This design comes from an exercise in tuning for small area, a short achievable clock period and few clock cycles on the open sky130 flow, not from production work.
Where RTL was checked, it was by simulation tests only, not by an equivalence proof against the original.
The RTL of runs 2 and 3 was laid out without a check of its function.
Power and IR drop assume default switching activity.

## config.mk

```make
export PLATFORM = sky130hd
export DESIGN_NAME = convolution
export DESIGN_NICKNAME = convolution
export VERILOG_FILES = /design/flow/design.v
export SDC_FILE = /design/flow/constraint.sdc
export NUM_CORES = 4
export LEC_CHECK = 0
export CAP_MARGIN = 20
export CORE_MARGIN = 2
export CORE_UTILIZATION = 40
export PLACE_DENSITY = 0.6
export SLEW_MARGIN = 20
```

## constraint.sdc

```tcl
create_clock -name core_clock -period 6.0 [get_ports {clk}]
set_input_delay 1.2000 -clock core_clock [delete_from_list [all_inputs] [get_ports {clk}]]
set_output_delay 1.2000 -clock core_clock [all_outputs]
set_load 0.01 [all_outputs]
```

## design.v

```verilog
module fsm (
input clk,
input Start,
input rst_n,
input comp_out,
input shape,
input jfin,
input comp_out_shape,
output reg clr_f,
output reg clr_j,
output reg datogate,
output reg loadj,
output reg loadk,
output reg writez,
output reg loadz,
output reg clrz,
output reg busy,
output reg done
);
localparam [7:0] E0=8'd0, E1=8'd1, E2=8'd2, E3=8'd3, E4=8'd4, E5=8'd5, E6=8'd6, E7=8'd7, E8=8'd8, E9=8'd9;
reg [7:0] currentState;
reg [7:0] nextState;
reg       writez_q;
always @(*) begin  
   case (currentState)
      E0: if (Start) begin   
            nextState=E1;
          end
          else begin 
            nextState=E0;            
          end  
      E1: nextState=E2;   
      E2: nextState=E3;
      E3: if(comp_out== 0)  nextState=E0;
            else nextState=E4;
      E4: if (shape== 0) nextState=E5;
			else if ( shape == 1 & comp_out_shape ==1) nextState=E8;
            else nextState=E5;
      E5: if (jfin == 1) nextState=E7;
			else nextState=E6;
	  E6: nextState=E9;   
	  E7: nextState=E8; 
	  E8: nextState=E2;
	  E9: nextState=E5;
      default : nextState=E0;
   endcase 
end
always @(posedge clk, negedge rst_n) begin
    if (!rst_n) begin
      currentState <= E0;
      writez_q <= 1'b0;
    end
    else begin
      currentState <= nextState;
      writez_q <= (nextState == E7) | ((nextState == E8) & (currentState == E7));
    end
end 
always @(*) begin
   datogate = (currentState != E0);
   clr_f    = (currentState != E0);
   clr_j    = !((currentState == E0) | (currentState == E2));
   clrz     = !((currentState == E0) | (currentState == E2));
   loadk    = (currentState == E8);
   loadj    = (currentState == E6);
   loadz    = (currentState == E9);
   writez   = writez_q;
   busy     = (currentState != E0);
   done     = (currentState == E0);
end
endmodule
module get_sizeXY
(
	input clk,	
   input bitgate,
   input reg [4:0] sizeX,
   input reg [4:0] sizeY,
	output reg [4:0] sizeX_,
   output reg [4:0] sizeY_
);
always@(posedge clk) begin 
   if (bitgate) begin
      sizeX_ <= sizeX;
      sizeY_ <= sizeY;
   end
   else begin
      sizeX_ <= sizeX;
      sizeY_ <= sizeY;    
   end  
end
endmodule 
module adder 
(  input clk, 
	input reg [4:0] a,
   input reg [4:0] b,
   output reg [5:0] r
);
      always @(posedge clk) begin
         r <= a + b - 1'b1;         
      end
endmodule 
module compK 
(		
   input reg [5:0] K,
   input reg [5:0] temp_adder,  
	output reg comp_out	
);
always@ (*) begin
   if (K < temp_adder) begin
      comp_out= 1'b1;      
   end 
   else 
      comp_out= 1'b0;      
end 
endmodule 
module KsumFor 
(
	input clk,	
   input clr_f,
   input load,
   input reg [5:0] K,     
	output reg [5:0] K_out
);
always@ (posedge clk) begin
   if (!clr_f) begin
      K_out <= 6'b000000;
   end 
   else if (load) begin 
      K_out <= K + 1'b1;
   end
  else 
      K_out <= K_out;   
end 
endmodule 
module limites_j
(  
   input clk,
   input reg [4:0] sizeY,
   input reg [4:0] sizeX,
   input reg [5:0] K,
   output reg [7:0] inicio,
   output reg [7:0] fin
);
reg signed [7:0] r1;
reg  signed [7:0] r2;
always @(*) begin 
   r1=K - sizeY  +1'b1;
   r2=sizeX-1'b1;
end  
always@(*) begin
   inicio = (0 > r1) ? 0 : r1;
   fin    = (K < r2 ) ?  K : r2;
end 
endmodule 
module jFor 
(
	input clk,	
   input clr_j,
   input load_j,
   input reg [7:0]inicio,
   input reg [5:0] j,     
	output reg [5:0] j_out
);
always@ (posedge clk) begin
   if (!clr_j) begin
      j_out <= inicio[5:0];
   end 
   else if (load_j) begin 
      j_out <= j + 1'b1;
   end
  else 
      j_out <= j;   
end 
endmodule 
module comparaj_fin
(  
   input reg [5:0] j,
   input reg [7:0] fin,
   output reg jfin
);
wire [5:0] fin_mas_uno;
assign fin_mas_uno = fin+1'b1; 
always@(*) begin
	if (j < (fin_mas_uno))  jfin = 1'b0;
     else jfin = 1'b1;;
end
endmodule 
module addressXYZ
(
   input clk,
   input reg [5:0] j,
   input reg [5:0] K,
   output reg [4:0] addrX,
   output reg [4:0] addrY,
   output reg [5:0] addrZ
);
always @(posedge clk) begin 
   addrX<= j;
   addrY<= K-j;
   addrZ<= K;
end 
endmodule 
module oper_convolution 
(
   input clk,
   input reg [7:0] dataX,
   input reg [7:0] dataY,
   input clr_z,
   input load_z,  
   input reg [15:0] dataZ_in,
   output reg [15:0] dataZ_out
);
wire [15:0] multiplica;
assign multiplica = dataX * dataY;
always@ (posedge clk) begin
   if (!clr_z) begin
      dataZ_out <= 16'b0000000000000000;
   end 
   else if (load_z) begin 
      dataZ_out <= dataZ_in + (multiplica);
   end
  else 
      dataZ_out <= dataZ_in;   
end 
endmodule 
module writez_out
(
   input reg [15:0] dataZin,
   input en_write,
   output reg writeZ,
   output reg [15:0] dataZout
 );
 always @(*) begin
   writeZ = en_write;
   dataZout = dataZin;
 end 
 endmodule
module lim_inf_shape
(  
   input clk,
   input reg [4:0] sizeX,
   output reg [4:0] inf
);
always @ (posedge clk) begin
   inf <= ((sizeX -1'b1) /2)-2'b10 ;
end 
endmodule 
module lim_sup_shape
(   
   input clk,
   input reg [4:0] sizeX,
   output reg [4:0] sup
);
always@(posedge clk) begin
   sup <= ((sizeX -1'b1) /2) + sizeX-2'b10;
end 
endmodule 
module compKShape
(
   input reg [5:0] K,
   input reg [4:0] inf, 
   input reg [4:0] sup,
    output reg comp_out_shape
);
always@ (*) begin
   if (K < (inf-1'b1) | K >= sup) begin
      comp_out_shape= 1'b1;
   end 
   else 
      comp_out_shape= 1'b0; 
end 
endmodule 
module convolution     
(
output [4:0] memX_addr,
input      [7:0] dataX,
output [4:0] memY_addr,
input      [7:0] dataY,
input start,
output [15:0] dataZ,
output [5:0] memZ_addr,
output writeZ,
input      [4:0] sizeX,
input      [4:0] sizeY,
input            shape,
output busy,
output done,
input clk,
input rst_n
);
parameter ADDR_WIDTH_MEMI = 'd6;
parameter ADDR_WIDTH_MEMO = 'd6;
parameter SIZE_CR = 'd1;
wire datogate_wire;
wire [4:0] sizeX_wire;
wire [4:0] sizeY_wire;
wire [5:0] temp_sum_wire;
wire [5:0] K_wire;
wire comp_out_wire;
wire clr_f_wire;
wire load_wire;
wire [7:0] inicio_wire;
wire [7:0] fin_wire;
wire [5:0] j_wire;
wire clr_j_wire;
wire load_j_wire;
wire jfin_wire;
wire [15:0]data_z_wire;
wire clr_z_wire;
wire load_z_wire;
wire en_write_wire;
wire [15:0] dataz_wire;
wire [4:0] inf_wire;
wire [4:0] sup_wire;
wire comp_out_shape_wire;
fsm DUT1 ( .Start(start), .datogate(datogate_wire), .clk(clk) ,.rst_n(rst_n),.comp_out(comp_out_wire), .clr_f(clr_f_wire), .clr_j(clr_j_wire),
            .shape(shape),.writez(en_write_wire), .loadj(load_j_wire), .loadk(load_wire ), .jfin(jfin_wire), .loadz(load_z_wire), .clrz(clr_z_wire),
			 .busy(busy), .done(done), .comp_out_shape(comp_out_shape_wire) );  			
get_sizeXY DUT2( .clk(clk), .bitgate(datogate_wire), .sizeX(sizeX), .sizeY(sizeY), .sizeX_(sizeX_wire), .sizeY_(sizeY_wire) );
adder DUT3 (.clk(clk), .a(sizeX_wire), .b(sizeY_wire), .r(temp_sum_wire) );
compK DUT4 (.temp_adder(temp_sum_wire), .comp_out(comp_out_wire), .K(K_wire));
KsumFor DUT5 (.clk(clk), .clr_f(clr_f_wire), .load(load_wire), .K(K_wire), .K_out(K_wire));
limites_j DUT6( .clk(clk), .sizeY(sizeY_wire), .sizeX(sizeX_wire) , .K(K_wire), .inicio(inicio_wire), .fin(fin_wire));
jFor DUT7( .clk(clk), .clr_j(clr_j_wire), .load_j(load_j_wire), .inicio(inicio_wire), .j(j_wire),.j_out(j_wire));
comparaj_fin DUT8( .j(j_wire), .fin(fin_wire), .jfin( jfin_wire));
addressXYZ DUT9( .clk(clk), .j(j_wire), .K( K_wire), .addrX(memX_addr) , .addrY(memY_addr), .addrZ(memZ_addr));  
oper_convolution DUT10 ( .clk(clk), .dataX(dataX), .dataY(dataY), .clr_z(clr_z_wire), .load_z (load_z_wire), .dataZ_in(dataz_wire), .dataZ_out(dataz_wire));
writez_out DUT11( .en_write(en_write_wire), .writeZ(writeZ), .dataZin(dataz_wire), .dataZout(dataZ) );  
lim_inf_shape DUT12 (.clk(clk), .sizeX(sizeX_wire), .inf(inf_wire));
lim_sup_shape DUT13 (.clk(clk), .sizeX(sizeX_wire), .sup(sup_wire));
compKShape DUT14 ( .K(K_wire), .inf(inf_wire),.sup(sup_wire), .comp_out_shape(comp_out_shape_wire));
endmodule
```

## run.sh

```bash
#!/bin/bash
# synth_recipe.tcl (not shown) runs the flow's synth.tcl, then flattens the netlist and writes it again
# the make line also repeats each setting of config.mk as NAME=value (left out here)
make -C /OpenROAD-flow-scripts/flow DESIGN_CONFIG=/design/flow/config.mk WORK_HOME=/design/flow/orfs CLKGATE_MAP_FILE= SYNTH_SCRIPT=/design/flow/synth_recipe.tcl finish
```

==> results of run 1 <==
registers in the layout, summed over array words and instances (netlist names):
signal and cells:
DUT9.addrZ 6, DUT9.addrY 5, DUT13.sup 5, DUT12.inf 5, DUT1.writez_q 1, DUT7.j_out 6, DUT5.K_out 6, DUT10.dataZ_out 16
DUT2.sizeY_ 5, DUT1.currentState 4, DUT3.r 6, DUT2.sizeX_ 5, DUT9.addrX 5
worst paths after layout:
check                                            from  cells past startpoint  slack, ns                               end
max                                          dataY[1]                     15       0.52  DUT10.dataZ_out[15]$_SDFFE_PN0P_
min                        DUT5.K_out[0]$_SDFFE_PP0P_                      0       0.48             DUT9.addrZ[0]$_DFF_P_
max reg2reg                    DUT2.sizeX_[0]$_DFF_P_                     18       1.57           DUT1.writez_q$_DFF_PN0_
min reg2reg                DUT5.K_out[0]$_SDFFE_PP0P_                      0       0.48             DUT9.addrZ[0]$_DFF_P_
max in group asynchronous                       rst_n                      1       4.73    DUT1.currentState[3]$_DFF_PN0_
min in group asynchronous                       rst_n                      1       1.08    DUT1.currentState[1]$_DFF_PN0_
critical path: cells and delay by family:
family	cells	cell delay (ns)
compound gates	5	1.02
fa+ha+maj	5	2.35
buf+inv	2	0.69
mux	2	0.34
simple gates	1	0.13
cells in the final DEF, fill, tap and decap left out, drive strengths merged, types with 13 or more instances in the layout:
master / netlist / layout
inv: 135 / 136
clkdlybuf4s50: 0 / 64
and2: 34 / 34
xor2: 13 / 13
dfxtp: 64 / 64
fa: 54 / 54
xnor2: 40 / 40
a21oi: 40 / 40
ha: 88 / 88
nand2: 74 / 74
o21ai: 21 / 21
nor3: 13 / 13
nor2: 35 / 35
per-stage QoR:
stage	setup WS, ns	hold WS, ns	power, W	instance area [um^2]	std cells
after floorplan	0.9699	0.3980	0.002013	6571	735
final	0.5243	0.4773	0.003058	7757	1022
after global placement	0.2881	0.4544	0.002478	7455	1006
after global routing	0.2944	0.5003	0.003377	7757	1022
after CTS	0.5412	0.4778	0.003102	7757	1022
after detailed placement	0.2042	0.4755	0.002534	7455	1006
final cells by class:
type | instances | share of cell area, %
clock buffer | 9 | 2.903
clock inverter | 7 | 1.000
inverter | 136 | 6.581
multi-input combinational | 510 | 56.84
sequential | 75 | 20.45
tap | 216 | 3.484
timing repair buffer | 69 | 8.742
power groups by stage:
stage / Combinational, W / Clock [W] / Sequential, W
final: 0.00173 / 0.000546 / 0.000786
after global routing: 0.00198 / 0.000590 / 0.000808
after CTS: 0.00175 / 0.000562 / 0.000790
after detailed placement: 0.00173 / 0 / 0.000800
after global placement: 0.00168 / 0 / 0.000793
after floorplan: 0.00125 / 0 / 0.000767
routing by layer:
layer  GRT usage [%]  vias to the layer above  part of all wire (%)
li1                -                     2505                     -
met1           24.32                     2392                    47
met2           29.66                       81                    47
met3           4.498                       15                   3.7
met4           4.062                        0                   1.5
met5               0                        -                     0
kinds of logic (layout without fill, tap and decap cells):
logic type      after synthesis  after routing  synth area share, %
compound gates              115            115                11.31
mux                           4              4               0.6854
buf+inv                     150            221                8.835
flops                        75             75                24.14
fa+ha+maj                   144            144                33.53
xor+xnor                     53             53                7.064
simple gates                194            194                14.43
==> metrics.md, run 1 <==
| Metric | Value |
|---|---|
| Routed Antenna Nets | `0` |
| Yosys Warn Count | `14` |
| Crit. End Element | `flip-flop` |
| Area of the multi-input gates | `4409 um^2` |
| Vias in the first global route | `roughly 5200` |
| TNS Setup | `0 ns` |
| WS Path Type | `in -> reg` |
| CTS buffer count | `9` |
| Initial Util | `41.22%` |
| Post-CTS sizing | `0` |
| Status | `no timing/DRC/antenna violations` |
| Final hold vios | `0` |
| Most numerous cell in the Yosys netlist | `inv_1` |
| Pin count of the biggest net entering global routing | `20` |
| Post-Syn Area per Cell | `8.941 um^2` |
| CTS hold repair buffers | `0` |
| Vias | `~5000` |
| N_diodes | `0` |
| Max VDD drop | `~0.00016 V` |
| Max Slew Vio Count | `0` |
| DRT iter0 DRCs | `around 270` |
| Mapped Cells | `about 740` |
| Mapped Nets | `907` |
| # port buffers | `64` |
| EDFF count, synth | `6` |
| Cell Area, Synth | `roughly 6600 um^2` |
| Netlist cell types | `55` |
| Worst-path clk slew | `0.06 ns` |
| Yosys reg bits | `75` |
| Final net count | `a little under 1000` |
| Most frequent cells after synthesis | `135 x inv_1, 88 x ha_1, 74 x nand2_1` |
| Post-DR wirelength/cell | `around 14 um` |
| First-pass GRT wire length | `about 26 mm` |
| Sequential share of power | `between 20% and 30%` |
| CTS Sinks | `75` |
| Cell Pwr Density | `between 300 and 400 nW/um^2` |
| Drt total wl | `14.66 mm` |
| Root buffer cell | `clkbuf_16` |
| Final setup viols | `0` |
| IO Pins | `65` |
| Die X | `~130 um` |
| Final period util | `about nine tenths` |
| Fin crit period | `5.476 ns` |
| CTS tree | `yes` |
| Commonest register cell after synthesis | `dfxtp_1` |
| Worst path cell trace | `clkdlybuf4s50_1 -> nand2_1 -> fa_1 -> fa_1 -> fa_1 -> fa_1 -> inv_1 -> ha_1 -> o21ai_0 -> a21oi_1 -> o31ai_1 -> a31oi_1 -> mux2i_1 -> a21oi_1 -> mux2i_1` |
| Chip Height | `around 130 um` |
| Clk_skew | `0.008479 ns` |
| Startpoint types | `input port` |
| Worst path max stage delay | `approximately 0.65 ns` |
| Clk Latency, worst-skew pair | `0.34 ns` |
| Final Wtd Congestion | `~0.84` |
| Die Footprint | `around 17000 um^2` |
| Area share of the leading cell type in the synthesized netlist | `about a fifth` |
| Gr ovfl total | `0` |
| P&R area growth vs syn | `18.05%` |
| Std cell rows | `46` |
| Hold/Removal Path Class | `reg -> reg` |
| Drt pass-1 iters | `4` |
| Routed vias/inst | `4.886` |
| Clock power frac | `~18%` |
| Final-layout fill cell count | `between 1500 and 2000` |
| Max_slew headroom | `between 30 and 40%` |
| Combinational group share of total power | `between 50% and 60%` |
| H-tree depth | `3` |
| Post-DP HPWL | `~12 mm` |
| Ys async rst share | `under 10%` |
| Worst-Margin Slew | `between 0.9 and 1 ns` |
| Register area share after synthesis | `between 20 and 25%` |
| Worst Path Required | `6.27 ns` |
| Core footprint | `between 15000 and 20000 um^2` |
| Internal | `0.001785 W` |
| Crit path DAT | `approximately 5.8 ns` |
| Switching Fraction | `around two fifths` |
| Post-CTS setup buffers | `0` |
| Post-synth top area cell | `dfxtp_1` |
| Storage cell area | `~1600 um^2` |
| RSZ-0062 raised after global routing | `no` |
| Antenna violations before repair | `0` |
| Sw Pwr | `between 0.001 and 0.0015 W` |
| # DRC | `0` |
| Crit-path slowest cell | `clkdlybuf4s50_1` |
| Top cells by area, synth | `dfxtp_1 19%, ha_1 17%, fa_1 16%` |
| Core Util, Final | `48.66%` |
| Gr usage total | `between 10% and 20%` |
| Crit-path max FO | `8` |
| Max clock buf depth | `2` |
| Share of cells above drive strength 1 | `between 4 and 5%` |
| Fmax | `182.6 MHz` |
| P_leak | `approximately 3.6 nW` |
| Max cap viols | `0` |
| CP most frequent cell | `fa_1` |
Testbench counts, summed over its fixed seeds: cycles 153,325.
==> inputs of run 2 (changes only) <==
==> design.v (replaced) <==
module convolution
(
output [4:0] memX_addr,
input      [7:0] dataX,
output [4:0] memY_addr,
input      [7:0] dataY,
input start,
output [15:0] dataZ,
output [5:0] memZ_addr,
output writeZ,
input      [4:0] sizeX,
input      [4:0] sizeY,
input            shape,
output busy,
output done,
input clk,
input rst_n
);
   reg        done_r;     
   reg        iss;        
   reg        s1, s2;     
   reg        l1, l2, l3, e1, e2, e3, e4, wz;
   reg        f1, f2, f3;
   reg [4:0]  nxm1, nym1;
   reg        shp;
   reg [5:0]  lo;
   reg [4:0]  hi;
   reg [5:0]  nsum;
   reg [5:0]  kend;
   reg [5:0]  cnt;
   reg [4:0]  j, i;
   reg        dir, fst;
   reg [7:0]  xr, yr;
   reg [15:0] p;
   reg [15:0] acc;
   reg [5:0]  zaddr;
   wire [4:0] h      = (sizeX - 5'd1) >> 1;
   wire [4:0] inf_w  = h - 5'd2;
   wire [5:0] lo_w   = {1'b0, inf_w} - 6'd1;
   wire [4:0] hi_w   = h + sizeX - 5'd2;
   wire j_top = (j == nxm1);
   wire i_top = (i == nym1);
   wire j_bot = (j == 5'd0);
   wire i_bot = (i == 5'd0);
   wire lastK = dir ? (j_bot | i_top) : (j_top | i_bot);
   wire endT  = shp ? (lastK & (cnt == 6'd0)) : (j_top & i_top);
   wire       lo_in_y = (lo <= {1'b0, nym1});
   wire [5:0] lo_m_y  = lo - {1'b0, nym1};
   always @(posedge clk or negedge rst_n) begin
      if (!rst_n) begin
         done_r <= 1'b1;
         iss    <= 1'b0;
         s1     <= 1'b0;
         s2     <= 1'b0;
         l1 <= 1'b0; l2 <= 1'b0; l3 <= 1'b0;
         e1 <= 1'b0; e2 <= 1'b0; e3 <= 1'b0; e4 <= 1'b0;
         wz <= 1'b0;
      end else begin
         s1 <= done_r & start & shape;
         s2 <= s1;
         if (done_r) begin
            if (start) begin
               done_r <= 1'b0;
               iss    <= ~shape;
            end
         end else if (s2) begin
            if (lo >= kend) done_r <= 1'b1;
            else            iss    <= 1'b1;
         end else if (e4) begin
            done_r <= 1'b1;
         end
         if (iss & endT) iss <= 1'b0;
         l1 <= iss & lastK;
         e1 <= iss & endT;
         l2 <= l1; l3 <= l2; wz <= l3;
         e2 <= e1; e3 <= e2; e4 <= e3;
      end
   end
   always @(posedge clk) begin
      if (done_r) begin
         nxm1 <= sizeX - 5'd1;
         nym1 <= sizeY - 5'd1;
         shp  <= shape;
         lo   <= lo_w;
         hi   <= hi_w;
         nsum <= {1'b0, sizeX} + {1'b0, sizeY} - 6'd1;
         j    <= 5'd0;
         i    <= 5'd0;
         dir  <= 1'b0;
         fst  <= 1'b1;
         zaddr <= 6'd0;
      end
      if (s1) kend <= ({1'b0, hi} < nsum) ? {1'b0, hi} : nsum;
      if (s2) begin
         j     <= lo_in_y ? 5'd0 : lo_m_y[4:0];
         i     <= lo_in_y ? lo[4:0] : nym1;
         cnt   <= kend - lo - 6'd1;
         zaddr <= lo;
      end
      if (iss) begin
         if (!lastK) begin
            if (dir) begin j <= j - 5'd1; i <= i + 5'd1; end
            else     begin j <= j + 5'd1; i <= i - 5'd1; end
            fst <= 1'b0;
         end else begin
            if (!dir) begin
               if (!j_top) j <= j + 5'd1; else i <= i + 5'd1;
            end else begin
               if (!i_top) i <= i + 5'd1; else j <= j + 5'd1;
            end
            dir <= ~dir;
            fst <= 1'b1;
            cnt <= cnt - 6'd1;
         end
      end
      f1 <= fst; f2 <= f1; f3 <= f2;
      xr  <= dataX;
      yr  <= dataY;
      p   <= xr * yr;
      acc <= (f3 ? 16'd0 : acc) + p;
      if (wz) zaddr <= zaddr + 6'd1;
   end
   assign memX_addr = j;
   assign memY_addr = i;
   assign memZ_addr = zaddr;
   assign dataZ     = acc;
   assign writeZ    = wz;
   assign done      = done_r;
   assign busy      = ~done_r;
endmodule
==> run 2 against run 1 <==
Against the previous run:
- clock skew is 0.00081 ns lower
- synthesized cell count up 13%
- utilization decreased by 0.14 points
==> metrics.md, run 2 <==
| Metric | Value |
|---|---|
| Gr ovfl total | `0 (unchanged)` |
| P_leak | `4.434 nW (was 3.613 nW)` |
| First-pass GRT wire length | `28.25 mm (was 25.63 mm)` |
| Max clock buf depth | `2 (unchanged)` |
| Die Footprint | `21980 um^2 (was 17470 um^2)` |
| Post-Syn Area per Cell | `9.981 um^2 (was 8.941 um^2)` |
| Cell Pwr Density | `504.8 nW/um^2 (was 394.2 nW/um^2)` |
| Fmax | `205.5 MHz (was 182.6 MHz)` |
| Pre-CTS setup slack | `1.180 ns (was 0.2042 ns)` |
| Core footprint | `20300 um^2 (was 15940 um^2)` |
| Drt pass-1 iters | `4 (unchanged)` |
| EDFF count, synth | `41 (was 6)` |
| Clk_skew | `0.007664 ns (was 0.008479 ns)` |
| Die X | `148.3 um (was 132.2 um)` |
| CTS tree | `yes (unchanged)` |
| # DRC | `0 (unchanged)` |
| Final Wtd Congestion | `0.8184 (was 0.8434)` |
| Max cap viols | `0 (unchanged)` |
| DRT iter0 DRCs | `347 (was 265)` |
| Crit path DAT | `5.16 ns (was 5.75 ns)` |
| Worst Path Required | `6.30 ns (was 6.27 ns)` |
| TNS Setup | `0 ns (unchanged)` |
| H-tree depth | `4 (was 3)` |
| Final hold vios | `0 (unchanged)` |
| Routed vias/inst | `4.797 (was 4.886)` |
| Top cells by area, synth | `dfxtp_1 16%, edfxtp_1 15%, ha_1 15% (was dfxtp_1 19%, ha_1 17%, fa_1 16%)` |
| Area of the multi-input gates | `4886 um^2 (was 4409 um^2)` |
| Fin crit period | `4.867 ns (was 5.476 ns)` |
| Hold Path Depth | `0 (unchanged)` |
| Gr usage total | `16.11% (was 18.13%)` |
| Mapped Cells | `834 (was 735)` |
| Reg-to-reg endpoint | `p[15]$_DFF_P_ (was DUT1.writez_q$_DFF_PN0_)` |
| Register area share after synthesis | `34.77% (was 24.14%)` |
| CTS hold repair buffers | `0 (unchanged)` |
| Synth Area in Compound Gates | `11.36% (was 11.31%)` |
| Yosys Warn Count | `1 (was 14)` |
| Worst-Margin Slew | `0.8519 ns (was 0.9323 ns)` |
| Drt total wl | `16.27 mm (was 14.66 mm)` |
| Final net count | `1071 (was 973)` |
| Post-CTS setup buffers | `0 (unchanged)` |
| WS Path Type | `reg -> reg (was in -> reg)` |
| Pin count of the biggest net entering global routing | `37 (was 20)` |
| Max Slew Vio Count | `0 (unchanged)` |
| Crit-path slowest cell | `a2111oi_0 (was clkdlybuf4s50_1)` |
| Mapped Nets | `1002 (was 907)` |
| Chip Height | `148.3 um (was 132.2 um)` |
| Vias | `5689 (was 4993)` |
| IO Pins | `65 (unchanged)` |
| Post-Synth Adder-Cell Area | `24.44% (was 33.53%)` |
| Area share of the leading cell type in the synthesized netlist | `16.35% (was 19.50%)` |
| Initial Util | `41.01% (was 41.22%)` |
| Xor/xnor share of the synthesized area | `7.470% (was 7.064%)` |
| # port buffers | `64 (unchanged)` |
| R2R setup slack | `1.13 ns (was 1.57 ns)` |
| Mux cell area share after synthesis | `1.533% (was 0.6855%)` |
| Routed Antenna Nets | `0 (unchanged)` |
| Root buffer cell | `clkbuf_16 (unchanged)` |
| Storage cell area | `2894 um^2 (was 1587 um^2)` |
| Worst R2R Path Depth | `16 (was 18)` |
| Biggest regs | `acc (16), p (16)` |
| Status | `no timing/DRC/antenna violations (unchanged)` |
| Crit. End Element | `flip-flop (unchanged)` |
| Commonest register cell after synthesis | `dfxtp_1 (unchanged)` |
| Yosys reg bits | `121 (was 75)` |
| Startpoint types | `flip-flop (was input port)` |
| Cell Area, Synth | `8324 um^2 (was 6571 um^2)` |
| Hold/Removal Path Class | `reg -> reg (unchanged)` |
| Most frequent cells after synthesis | `117 x inv_1, 97 x ha_1, 68 x dfxtp_1 (was 135 x inv_1, 88 x ha_1, 74 x nand2_1)` |
| Largest family of logic cells by synthesized area | `adder cells (unchanged)` |
| Netlist cell types | `70 (was 55)` |
| FF-to-FF Start | `yr[7]$_DFF_P_ (was DUT2.sizeX_[0]$_DFF_P_)` |
| RSZ-0062 raised after global routing | `no (unchanged)` |
| P&R area growth vs syn | `18.32% (was 18.05%)` |
| Post-CTS sizing | `0 (unchanged)` |
| Worst setup endpoint | `p[15]$_DFF_P_ (was DUT10.dataZ_out[15]$_SDFFE_PN0P_)` |
| Ys async rst share | `9.917% (was 6.667%)` |
| Synth Area in Simple Gates | `13.84% (was 14.43%)` |
| Crit-path max FO | `8 (unchanged)` |
| Worst path max stage delay | `0.67 ns (was 0.65 ns)` |
| Max VDD drop | `0.0002691 V (was 0.0001642 V)` |
| CTS Sinks | `121 (was 75)` |
| CTS buffer count | `17 (was 9)` |
| Final setup viols | `0 (unchanged)` |
| Crit path from | `yr[7]$_DFF_P_ (was dataY[1])` |
| Final-layout fill cell count | `1903 (was 1523)` |
| CP most frequent cell | `fa_1 (unchanged)` |
| Std cell rows | `52 (was 46)` |
| N_diodes | `0 (unchanged)` |
| Final worst slack | `1.133 ns (was 0.5243 ns)` |
| Most frequent cells in the layout | `117 x inv_1, 97 x ha_1, 68 x dfxtp_1 (was 135 x inv_1, 88 x ha_1, 74 x nand2_1)` |
| Most numerous cell in the Yosys netlist | `inv_1 (unchanged)` |
| Share of cells above drive strength 1 | `5.786% (was 4.094%)` |
| Vias in the first global route | `5719 (was 5228)` |
| Final period util | `81.12% (was 91.26%)` |
| Commonest non-fill, non-tap cell in the layout | `inv_1 (unchanged)` |
| Post-synth top area cell | `dfxtp_1 (unchanged)` |
| Antenna violations before repair | `0 (unchanged)` |
| Post-DP HPWL | `12.65 mm (was 12.11 mm)` |
| Clk Latency, worst-skew pair | `0.42 ns (was 0.34 ns)` |
| Post-DR wirelength/cell | `13.72 um (was 14.34 um)` |
| Max_slew headroom | `43.20% (was 37.29%)` |
| Worst path cell trace | `nand2_1 -> fa_1 -> fa_1 -> inv_1 -> fa_1 -> inv_1 -> fa_1 -> inv_1 -> ha_1 -> o21a_1 -> o31a_1 -> o211ai_1 -> a21oi_1 -> a2111oi_0 -> a21oi_1 -> xnor2_1 (was clkdlybuf4s50_1 -> nand2_1 -> fa_1 -> fa_1 -> fa_1 -> fa_1 -> inv_1 -> ha_1 -> o21ai_0 -> a21oi_1 -> o31ai_1 -> a31oi_1 -> mux2i_1 -> a21oi_1 -> mux2i_1)` |
| Worst-path clk slew | `0.06 ns (about the same)` |
## run 2: cell count changes after synthesis, sizes merged, moves of 11 or more
cell    previous run  this run
nor2b              3        18
xor2              13        24
nand3             11        22
edfxtp             6        41
nand2             74        46
fa                54        41
inv              135       117
and2              34        55
## run 2: metrics by stage
step | hold WS (ns) | area (um^2) | cells | util [%] | power [W]
floorplan | 0.3096 | 8324 | 834 | - | 0.003238
global placement | 0.3122 | 9225 | 1154 | 45.45 | 0.003880
detailed placement | 0.3121 | 9225 | 1154 | 45.45 | 0.003903
CTS | 0.3262 | 9849 | 1186 | 48.52 | 0.005024
global route | 0.3319 | 9849 | 1186 | 48.52 | 0.005431
finish | 0.3251 | 9849 | 1186 | 48.52 | 0.004972
## run 2: how the worst min path moves through the flow
| stage | startpoint | end | slack (ns) |
|---|---|---|---|
| 4_1_cts | f2$_DFF_P_ | f3$_DFF_P_ | 0.33 |
| 2_1_floorplan | f1$_DFF_P_ | f2$_DFF_P_ | 0.31 |
| 3_3_place_gp | f2$_DFF_P_ | f3$_DFF_P_ | 0.31 |
| 6_report | f2$_DFF_P_ | f3$_DFF_P_ | 0.33 |
| 3_5_place_dp | f2$_DFF_P_ | f3$_DFF_P_ | 0.31 |
| 5_1_grt | fst$_SDFFCE_PN1P_ | f1$_DFF_P_ | 0.33 |
## run 2: layer usage
metal,part of all wire [%],vias up,GRT usage [%]
li1,-,2938,-
met3,4.2,15,3.037
met5,0,-,0
met1,52,2641,23.43
met2,43,95,24.14
met4,1.5,0,5.381
## run 2: final cells by class
cell class | instances | area share (%)
timing repair buffer | 65 | 6.580
clock inverter | 15 | 2.020
sequential | 121 | 29.38
clock buffer | 17 | 4.319
inverter | 119 | 4.662
multi-input combinational | 579 | 49.61
tap | 270 | 3.430
## run 2: cells by family after synthesis
family	after synthesis
and+or+nand+nor	218
AOI/OAI and AO/OA	139
adders and majority gates	138
buffers and inverters	134
DFF	121
xor gates and xnor gates	71
muxes	12
other	1
## run 2: worst max-delay path: cells and delay by family (launching register included)
family                     cells  cell delay, ns
buffers and inverters          3            0.15
and+or+nand+nor                1            0.12
AOI/OAI and AO/OA              6            1.42
adders and majority gates      5            2.44
DFF                            1            0.46
xor gates and xnor gates       1            0.16
## run 2: where the power goes
part / internal, W / total, W / switching (W) / leakage, nW
Combinational: 0.00117 / 0.00235 / 0.00118 / 3.02
Sequential: 0.00120 / 0.00153 / 0.000324 / 1.12
Clock: 0.000695 / 0.00109 / 0.000397 / 0.295
==> inputs of run 3 (changes only) <==
--- a/config.mk
+++ b/config.mk
@@ -7,2 +7,3 @@
 export LEC_CHECK = 0
+export ABC_CLOCK_PERIOD_IN_PS = 3000
 export CAP_MARGIN = 20
@@ -11,2 +12,3 @@
 export PLACE_DENSITY = 0.6
+export SETUP_SLACK_MARGIN = 2.5
 export SLEW_MARGIN = 20
==> run 3 against run 2 <==
Against the previous run:
- synthesized area stayed put
- total power is 4.6% higher
- register-to-register slack better by 0.85 ns
- flip-flop and latch count stayed put
- combinational power is 11% higher
- global-route usage is 0.26 points higher
- synthesized cell count stayed put
- worst setup slack better by 0.85 ns
- utilization is 1.9 points higher
- wire length is 4.0% higher
- sequential power hardly changed
- largest power group unchanged
- critical endpoint unchanged
- fmax is 21% higher
==> metrics.md, run 3 <==
| Metric | Value |
|---|---|
| Status | `no timing/DRC/antenna violations (unchanged)` |
| Routed Antenna Nets | `0 (unchanged)` |
| Share of cells above drive strength 1 | `12.78% (was 5.786%)` |
| Initial Util | `41.01% (unchanged)` |
| Worst path cell trace | `and2_4 -> fa_2 -> fa_1 -> inv_1 -> fa_1 -> fa_1 -> inv_2 -> ha_4 -> o21a_1 -> o31a_1 -> o211ai_1 -> a21oi_2 -> a2111oi_4 -> a21oi_2 -> xnor2_1 (was nand2_1 -> fa_1 -> fa_1 -> inv_1 -> fa_1 -> inv_1 -> fa_1 -> inv_1 -> ha_1 -> o21a_1 -> o31a_1 -> o211ai_1 -> a21oi_1 -> a2111oi_0 -> a21oi_1 -> xnor2_1)` |
| Netlist cell types | `70 (unchanged)` |
| Core footprint | `20300 um^2 (unchanged)` |
| CP most frequent cell | `fa_1 (unchanged)` |
| Max VDD drop | `0.0002022 V (was 0.0002691 V)` |
| Reg-to-reg endpoint | `p[15]$_DFF_P_ (unchanged)` |
| Post-DR wirelength/cell | `14.09 um (was 13.72 um)` |
| Most frequent cells in the layout | `113 x inv_1, 92 x ha_1, 62 x clkdlybuf4s50_1 (was 117 x inv_1, 97 x ha_1, 68 x dfxtp_1)` |
| Gr ovfl total | `0 (unchanged)` |
| Mapped Cells | `834 (unchanged)` |
| Most frequent cells after synthesis | `117 x inv_1, 97 x ha_1, 68 x dfxtp_1 (unchanged)` |
| Pin count of the biggest net entering global routing | `37 (unchanged)` |
| RSZ-0062 raised after global routing | `yes (was no)` |
| Mux cell area share after synthesis | `1.533% (unchanged)` |
| Vias | `5764 (was 5689)` |
| Xor/xnor share of the synthesized area | `7.470% (unchanged)` |
| Mapped Nets | `1002 (unchanged)` |
| Die X | `148.3 um (unchanged)` |
| Drt pass-1 iters | `4 (unchanged)` |
| Yosys reg bits | `121 (unchanged)` |
| Std cell rows | `52 (unchanged)` |
| Crit-path max FO | `8 (unchanged)` |
| Worst Path Buf+Inv | `2 (was 3)` |
| CTS Sinks | `121 (unchanged)` |
| Chip Height | `148.3 um (unchanged)` |
| # port buffers | `64 (unchanged)` |
| Post-Synth Adder-Cell Area | `24.44% (unchanged)` |
| Synth Area in Simple Gates | `13.84% (unchanged)` |
| Crit-path slowest cell | `fa_1 (was a2111oi_0)` |
| Startpoint types | `flip-flop (unchanged)` |
| Final-layout fill cell count | `1913 (was 1903)` |
| Final hold vios | `0 (unchanged)` |
| Top cells by area, synth | `dfxtp_1 16%, edfxtp_1 15%, ha_1 15% (unchanged)` |
| Biggest regs | `acc (16), p (16) (unchanged)` |
| Clk_skew | `0.007102 ns (was 0.007664 ns)` |
| Synth Area in Compound Gates | `11.36% (unchanged)` |
| N_diodes | `0 (unchanged)` |
| Area share of the leading cell type in the synthesized netlist | `16.35% (unchanged)` |
| Largest family of logic cells by synthesized area | `adder cells (unchanged)` |
| Commonest non-fill, non-tap cell in the layout | `inv_1 (unchanged)` |
| CTS tree | `yes (unchanged)` |
| Most numerous cell in the Yosys netlist | `inv_1 (unchanged)` |
| TNS Setup | `0 ns (unchanged)` |
| Post-synth top area cell | `dfxtp_1 (unchanged)` |
| Crit path from | `xr[1]$_DFF_P_ (was yr[7]$_DFF_P_)` |
| # DRC | `0 (unchanged)` |
| Max cap viols | `0 (unchanged)` |
| Fin crit period | `4.013 ns (was 4.867 ns)` |
| WS Path Type | `reg -> reg (unchanged)` |
| Fmax | `249.2 MHz (was 205.5 MHz)` |
| Worst-Margin Slew | `0.6275 ns (was 0.8519 ns)` |
| Crit path DAT | `4.30 ns (was 5.16 ns)` |
| IO Pins | `65 (unchanged)` |
| Worst path max stage delay | `0.53 ns (was 0.67 ns)` |
| Ys async rst share | `9.917% (unchanged)` |
| EDFF count, synth | `41 (unchanged)` |
| CTS buffer count | `17 (unchanged)` |
| Worst Path Required | `6.29 ns (was 6.30 ns)` |
| Final period util | `66.89% (was 81.12%)` |
| Final setup viols | `0 (unchanged)` |
| Worst setup endpoint | `p[15]$_DFF_P_ (unchanged)` |
| Die Footprint | `21980 um^2 (unchanged)` |
| First-pass GRT wire length | `28.65 mm (was 28.25 mm)` |
| Post-DP HPWL | `12.87 mm (was 12.65 mm)` |
| Max clock buf depth | `2 (unchanged)` |
| CP delay by family, top | `adder cells (unchanged)` |
| Power consumption | `0.005202 W (was 0.004972 W)` |
| Cell Area, Synth | `8324 um^2 (unchanged)` |
| Yosys Warn Count | `1 (unchanged)` |
| Vias in the first global route | `5803 (was 5719)` |
| Critical path depth | `15 (was 16)` |
| Max Slew Vio Count | `0 (unchanged)` |
| FF-to-FF Start | `xr[1]$_DFF_P_ (was yr[7]$_DFF_P_)` |
| Post-Syn Area per Cell | `9.981 um^2 (unchanged)` |
| Gr usage total | `16.37% (was 16.11%)` |
| Final net count | `1086 (was 1071)` |
| Final Wtd Congestion | `0.8216 (was 0.8184)` |
| Antenna violations before repair | `0 (unchanged)` |
| Clk Latency, worst-skew pair | `0.42 ns (about the same)` |
| Worst-path clk slew | `0.06 ns (about the same)` |
| R2R setup slack | `1.99 ns (was 1.13 ns)` |
| Crit. End Element | `flip-flop (unchanged)` |
| Drt total wl | `16.92 mm (was 16.27 mm)` |
| Cell Pwr Density | `508.2 nW/um^2 (was 504.8 nW/um^2)` |
| Max_slew headroom | `58.17% (was 43.20%)` |
| P_leak | `4.578 nW (was 4.434 nW)` |
| P&R area growth vs syn | `22.95% (was 18.32%)` |
| H-tree depth | `4 (unchanged)` |
| DRT iter0 DRCs | `294 (was 347)` |
| Hold/Removal Path Class | `reg -> reg (unchanged)` |
| Register area share after synthesis | `34.77% (unchanged)` |
| Root buffer cell | `clkbuf_16 (unchanged)` |
| Worst R2R Path Depth | `15 (was 16)` |
| Routed vias/inst | `4.799 (was 4.797)` |
| Commonest register cell after synthesis | `dfxtp_1 (unchanged)` |
run 3: worst register-to-register path: stages, from the launching register on:
cell       delay, ns
dfxtp_4         0.37
and2_4          0.16
fa_2            0.39
fa_1            0.50
inv_1           0.05
fa_1            0.45
fa_1            0.53
inv_2           0.05
ha_4            0.22
o21a_1          0.17
o31a_1          0.11
o211ai_1        0.28
a21oi_2         0.11
a2111oi_4       0.25
a21oi_2         0.10
xnor2_1         0.14
run 3: final cells by class:
| type | instances | area [um^2] | share of cell area (%) |
|---|---|---|---|
| multi-input combinational | 579 | 5111 | 49.94 |
| timing repair buffer | 80 | 765.7 | 7.482 |
| clock inverter | 13 | 166.4 | 1.626 |
| inverter | 119 | 459.2 | 4.487 |
| tap | 270 | 337.8 | 3.301 |
| sequential | 121 | 2940 | 28.73 |
| clock buffer | 19 | 454.2 | 4.438 |
run 3: cells by family after synthesis:
group | after synthesis
other | 1
buffers and inverters | 134
adder cells (fa/ha/maj) | 138
flip-flops | 121
XOR/XNOR | 71
AO/OA/AOI/OAI | 139
AND/OR/NAND/NOR | 218
multiplexers | 12
run 3: per-layer routing:
layer | routed length [um] | GRT usage, % | vias up
li1 | - | - | 2974
met1 | 8880 | 23.52 | 2685
met2 | 7285 | 25.25 | 89
met3 | 507 | 2.914 | 16
met4 | 248 | 5.000 | 0
met5 | 0 | 0 | -
run 3: stage by stage:
step                      cell area, um^2  std cells  hold slack, ns  util [%]  worst slack, ns
final                               10230       1201          0.3281     50.42            1.987
after CTS                           10140       1199          0.3323     49.98            1.916
after floorplan                      8433        834          0.3096         -            2.069
after global routing                10230       1201          0.3392     50.42            1.798
after global placement               9326       1153          0.3145     45.94            1.876
after detailed placement             9326       1153          0.3186     45.94            1.744
run 3: repair_timing:
action | CTS | global route
resized for setup | 26 | 19
hold buffers | 0 | 0
endpoints found under the setup margin | 11 | 13
endpoints found under the hold margin | 0 | 0
setup buffers | 14 | 2
pin swaps | 27 | 21
run 3: worst min path at each step:
stage	endpoint	cells past startpoint	from
3_5_place_dp	f3$_DFF_P_	0	f2$_DFF_P_
4_1_cts	f3$_DFF_P_	0	f2$_DFF_P_
3_3_place_gp	f3$_DFF_P_	0	f2$_DFF_P_
5_1_grt	f2$_DFF_P_	0	f1$_DFF_P_
6_report	f3$_DFF_P_	0	f2$_DFF_P_
2_1_floorplan	f2$_DFF_P_	0	f1$_DFF_P_
run 3: power breakdown:
part / internal, W / switching (W)
sequential: 0.00120 / 0.000326
clock: 0.000682 / 0.000392
combinational: 0.00133 / 0.00128
total: 0.00321 / 0.00199

[port drivers added, routing unchanged]
In the flow no input, the clock included, has a driving cell. The finished layouts below were timed again as built, in two steps.
Step 1 assumes that a clkbuf_16 drives the clock port and a buf_2 every other input.
Step 2 moves the port delays by t, midway between the first and last clock arrival at a register: inputs arrive t later, outputs are due t later. That takes back most of the time a late clock gives input paths.
Three values: ideal, step 1, step 2; two values: the first two.
| run | t, ns | slack for setup (ns) | hold slack, ns |
|---|---|---|---|
| run 1 | 0.373 | 0.524 / 0.531 / 0.158 | 0.477 / 0.477 / 0.477 |
| run 2 | 0.456 | 1.133 / 1.133 / 1.133 | 0.325 / 0.325 / 0.325 |
| run 3 | 0.457 | 1.987 / 1.987 / 1.987 | 0.328 / 0.328 / 0.328 |
After both steps every run listed still meets setup and hold. For run 1, which loses most, drivers alone change the setup slack by +0.007 ns; drivers and shift together by -0.366 ns.
